Source: an optimization exercise on an open RTL-to-GDS flow (aim: small area and a short achievable clock period). Production flows keep margins and buffers that such runs may drop. Only simulation tests tie the RTL to the original design; equivalence was not proved. No activity file was given, so power comes from the tool's default toggle rates.

Design top_CPU_Design, start of the top module:
module top_CPU_Design(
    output logic [31:0] topPCOut,
    input logic clk,
    input logic rst,
    input logic [31:0] instr,
    output logic [31:0] dmem_addr,
    output logic [31:0] dmem_wdata,
    output logic dmem_we,
    output logic dmem_re,
    input logic [31:0] dmem_rdata
    );
    logic [5:0] op, funct;
    logic isR, isAddi, isLw, isSw, isBeq, isJ, regWrite;
    logic sub, selMul, selDiv, selAnd, selOr, selXor;
    logic [4:0] wAddr;
    logic [31:0] simm, regA, regB, opB, aluResult, sumOut, wData, divResult, divNb, pendData;
    logic [31:2] pc, pc4, brTarget, pcNext;
    assign op = instr[31:26];
    assign funct = instr[5:0];
    assign isR = (op == 6'b000000);
    assign isAddi = (op == 6'b001000);
    assign isLw = (op == 6'b100011);
    assign isSw = (op == 6'b101011);
    assign isBeq = (op == 6'b000100);
    assign isJ = (op == 6'b000010);
    assign regWrite = isR | isLw | isAddi;
    assign wAddr = isR ? instr[15:11] : instr[20:16];
    assign sub = isR & (funct == 6'b100010);
    assign selMul = isR & (funct == 6'b010010);
    assign selDiv = isR & (funct == 6'b011010);
    assign selAnd = isR & (funct == 6'b101000);
    assign selOr = isR & (funct == 6'b100101);
    assign selXor = isR & (funct == 6'b100110);
    assign simm = {{16{instr[15]}}, instr[15:0]};
    assign opB = (isAddi | isLw | isSw) ? simm : regB;
    register_files u2(.read_Data_One(regA), .read_Data_Two(regB), .write_Data(wData),
        .read_Reg_One_Addr(instr[25:21]), .read_Reg_Two_Addr(instr[20:16]),
        .write_Addr(wAddr), .write_Ena(regWrite), .write_Div(selDiv),
        .div_Result(divResult), .div_Nb(divNb), .pend_data(pendData), .rst(rst), .clk(clk));
    arithmetic_logic_unit u14(.aluResult(aluResult), .sumOut(sumOut), .divResult(divResult),
        .divNb(divNb), .clk(clk), .divSnb(pendData), .opA(regA), .opB(opB),
        .regB(regB), .sub(sub), .selMul(selMul), .selAnd(selAnd),
        .selOr(selOr), .selXor(selXor));
    assign wData = isLw ? dmem_rdata : aluResult;
    assign dmem_addr = sumOut;
    assign dmem_wdata = regB;
    assign dmem_we = isSw;
    assign dmem_re = isLw;
    logic [30:0] incCarry, brCarry;
    assign incCarry[0] = 1'b1;
    assign brCarry[0] = 1'b0;
    for (genvar i = 0; i < 30; i++) begin : g_pcadd
  ...
export LEC_CHECK = 0
export CAP_MARGIN = 20
export CORE_MARGIN = 2
export CORE_UTILIZATION = 40
export SETUP_SLACK_MARGIN = 5
export SLEW_MARGIN = 20
create_clock -name core_clock -period 360.0 [get_ports {clk}]
standard.sh (not shown) runs the stock make flow with config.mk's settings and CLKGATE_MAP_FILE= SYNTH_SCRIPT=/design/flow/synth_recipe.tcl, a recipe that flattens the netlist after the stock synthesis.
==> flow/flow/run.sh <==
#!/bin/bash
# The standard layout (standard.sh) with these changes:
# - synthesis: flow/synth.tcl, the standard synthesis with the divider row
#   blocks and the multiplier mapped by ABC area scripts (see synth.tcl);
# - the ports are buffered by buf_2 cells instead of the default delay
#   buffers;
# - clock tree synthesis clusters up to 30 flip-flops per clkbuf_16 leaf
#   buffer, without dummy loads.
# ORFS writes each tool's log under orfs/logs; make's output is in
# standard.log.
set -euo pipefail
F=$(pwd)/flow
export SYNTH_KEEP_MODULES="div_stage1 div_stage2 multiplier rf_read"
export MY_ABC_MAP="div_stage1=$F/area_a.script div_stage2=$F/area_a.script multiplier=$F/area_a.script rf_read=$F/area_c.script"
export BUFFER_PORTS_ARGS="-buffer_cell sky130_fd_sc_hd__buf_2"
export CTS_ARGS="-sink_clustering_enable -repair_clock_nets -sink_clustering_size 30 -sink_clustering_max_diameter 60 -buf_list sky130_fd_sc_hd__clkbuf_16 -dont_use_dummy_load"
bash standard.sh SYNTH_SCRIPT=$F/synth.tcl finish > standard.log 2>&1
==> flow/flow/area_a.script <==
strash
dch
map -a
topo
stime -c
==> flow/flow/area_b.script <==
strash
&get -n
&st
&dch
&nf -a
&put
topo
stime -c
==> flow/flow/area_c.script <==
strash
dch
amap
topo
stime -c
==> flow/flow/synth.tcl <==
# The standard synthesis (synth_recipe.tcl: ORFS synth.tcl without the fsm
# and share passes, then flattened and renamed), with one change: the
# divider's two row blocks and the multiplier are kept as separate modules
# through technology mapping (SYNTH_KEEP_MODULES) and mapped by ABC with the
# area scripts named in MY_ABC_MAP; the rest of the design is mapped with
# ORFS's standard script as before. Flip-flops are mapped before ABC and are
# the same cells, with the same names, as in the standard synthesis.
proc synth {args} { yosys synth -nofsm -noshare {*}$args }
proc abc {args} {
  set i [lsearch -exact $args -script]
  set d [lsearch -exact $args -D]
  set base $args
  if {$d >= 0} { set base [lreplace $base $d [expr {$d+1}]] }
  foreach item $::env(MY_ABC_MAP) {
    lassign [split $item =] m scr
    yosys abc {*}[lreplace $base $i [expr {$i+1}] -script $scr] $m
  }
  yosys abc {*}$args $::env(DESIGN_NAME)
}
source $::env(SCRIPTS_DIR)/synth.tcl
# left out here: clear keep_hierarchy, flatten, clean up, hide names made inside functions, write 1_2_yosys.v
Change:
--- a/flow/flow/run.sh
+++ b/flow/flow/run.sh
@@ -3,2 +3,4 @@
-# - synthesis: flow/synth.tcl, the standard synthesis with the divider row
-#   blocks and the multiplier mapped by ABC area scripts (see synth.tcl);
+# - synthesis: flow/synth.tcl, the standard synthesis with ABC scripts chosen
+#   per module: area-oriented mapping (area_a: dch + map -a; area_c: amap)
+#   for the divider rows, the multiplier and the register file read ports,
+#   and a delay-aware area mapping (area_b: dch + &nf -a) for the rest;
@@ -7 +9 @@
-# - clock tree synthesis clusters up to 30 flip-flops per clkbuf_16 leaf
+# - clock tree synthesis clusters up to 22 flip-flops per clkbuf_16 leaf
@@ -14,0 +17 @@
+export MY_TOP_SCRIPT=$F/area_b.script
@@ -16 +19 @@
-export CTS_ARGS="-sink_clustering_enable -repair_clock_nets -sink_clustering_size 30 -sink_clustering_max_diameter 60 -buf_list sky130_fd_sc_hd__clkbuf_16 -dont_use_dummy_load"
+export CTS_ARGS="-sink_clustering_enable -repair_clock_nets -sink_clustering_size 22 -sink_clustering_max_diameter 70 -buf_list sky130_fd_sc_hd__clkbuf_16 -dont_use_dummy_load"
--- a/flow/flow/synth.tcl
+++ b/flow/flow/synth.tcl
@@ -2,6 +2,8 @@
-# and share passes, then flattened and renamed), with one change: the
-# divider's two row blocks and the multiplier are kept as separate modules
-# through technology mapping (SYNTH_KEEP_MODULES) and mapped by ABC with the
-# area scripts named in MY_ABC_MAP; the rest of the design is mapped with
-# ORFS's standard script as before. Flip-flops are mapped before ABC and are
-# the same cells, with the same names, as in the standard synthesis.
+# and share passes, then flattened and renamed), with one change in
+# technology mapping: the modules named in SYNTH_KEEP_MODULES (the divider's
+# two row blocks, the multiplier and the register file read ports) are kept
+# as separate modules through mapping and mapped by ABC with the scripts
+# given in MY_ABC_MAP (module=script), and the top module with the script in
+# MY_TOP_SCRIPT; the hierarchy is then flattened as in the standard
+# synthesis. Flip-flops are mapped before ABC, so they are the same cells,
+# with the same names, as in the standard synthesis.
@@ -18 +20 @@
-  yosys abc {*}$args $::env(DESIGN_NAME)
+  yosys abc {*}[lreplace $base $i [expr {$i+1}] -script $::env(MY_TOP_SCRIPT)] $::env(DESIGN_NAME)
=>
- sequential cell count is unchanged
- count of clock-buffer cells in the layout went down by 12
- maximum frequency goes up by 0.58%
- total power goes up by 0.41%
- sequential share of layout area increases by 0.14 points
- clock power falls by 8.1%
- final cell count went up by about 0.37%
- via count decreases by 1.0%
- final area is lower by 0.36%
- hold slack gains 0.027 ns
- first-iteration DRC count drops by 5.0%
Change:
--- a/flow/flow/run.sh
+++ b/flow/flow/run.sh
@@ -3,4 +3,2 @@
-# - synthesis: flow/synth.tcl, the standard synthesis with ABC scripts chosen
-#   per module: area-oriented mapping (area_a: dch + map -a; area_c: amap)
-#   for the divider rows, the multiplier and the register file read ports,
-#   and a delay-aware area mapping (area_b: dch + &nf -a) for the rest;
+# - synthesis: flow/synth.tcl, the standard synthesis with the divider row
+#   blocks and the multiplier mapped by ABC area scripts (see synth.tcl);
@@ -17 +14,0 @@
-export MY_TOP_SCRIPT=$F/area_b.script
==> flow/flow/synth.tcl (replaced) <==
# The standard synthesis (synth_recipe.tcl: ORFS synth.tcl without the fsm
# and share passes, then flattened and renamed), with one change: the
# divider's two row blocks and the multiplier are kept as separate modules
# through technology mapping (SYNTH_KEEP_MODULES) and mapped by ABC with the
# area scripts named in MY_ABC_MAP; the rest of the design is mapped with
# ORFS's standard script as before. Flip-flops are mapped before ABC and are
# the same cells, with the same names, as in the standard synthesis.
proc synth {args} { yosys synth -nofsm -noshare {*}$args }
proc abc {args} {
  set i [lsearch -exact $args -script]
  set d [lsearch -exact $args -D]
  set base $args
  if {$d >= 0} { set base [lreplace $base $d [expr {$d+1}]] }
  foreach item $::env(MY_ABC_MAP) {
    lassign [split $item =] m scr
    yosys abc {*}[lreplace $base $i [expr {$i+1}] -script $scr] $m
  }
  yosys abc {*}$args $::env(DESIGN_NAME)
}
source $::env(SCRIPTS_DIR)/synth.tcl
# left out here: clear keep_hierarchy, flatten, clean up, hide names made inside functions, write 1_2_yosys.v
Result:
- The new run produced a clean layout
- count of clock-buffer cells in the layout goes up by 3
- non-clock buffer count goes up by 2
- final area hardly moves
- utilization stays flat
- final cell count goes down by about 0.44%

[what the ideal ports hide]
In the flow no input, the clock included, has a driving cell. The finished layouts below were timed again as built, in two steps.
Step 1 assumes that a clkbuf_16 drives the clock port and a buf_2 every other input.
Step 2 adds t to the input delays and takes it off the output delays; t is the mean of the earliest and latest rising clock arrival at the registers after step 1. Input paths then give back, and output paths get back, about the clock's delay inside the block.
a / b / c = ideal / step 1 / step 2; a / b = the first two.
| run | shift t [ns] | setup WS [ns] | worst hold slack (ns) | worst register clock-pin slew, ns | pins driven straight from the clock port |
|---|---|---|---|---|---|
| the first run | 0.810 | 209.159 / 209.138 / 209.138 | 0.464 / 0.464 / 0.464 | 0.10 / 0.10 | 1 |
| the second run | 0.758 | 210.036 / 210.010 / 210.010 | 0.491 / 0.491 / 0.491 | 0.09 / 0.09 | 1 |
| the third run | 0.769 | 209.264 / 209.243 / 209.243 | 0.467 / 0.467 / 0.467 | 0.09 / 0.09 | 1 |
After both steps every run listed still meets setup and hold. The setup slack of the second run, which loses most, moves by -0.026 ns with the drivers and by -0.026 ns with both steps.
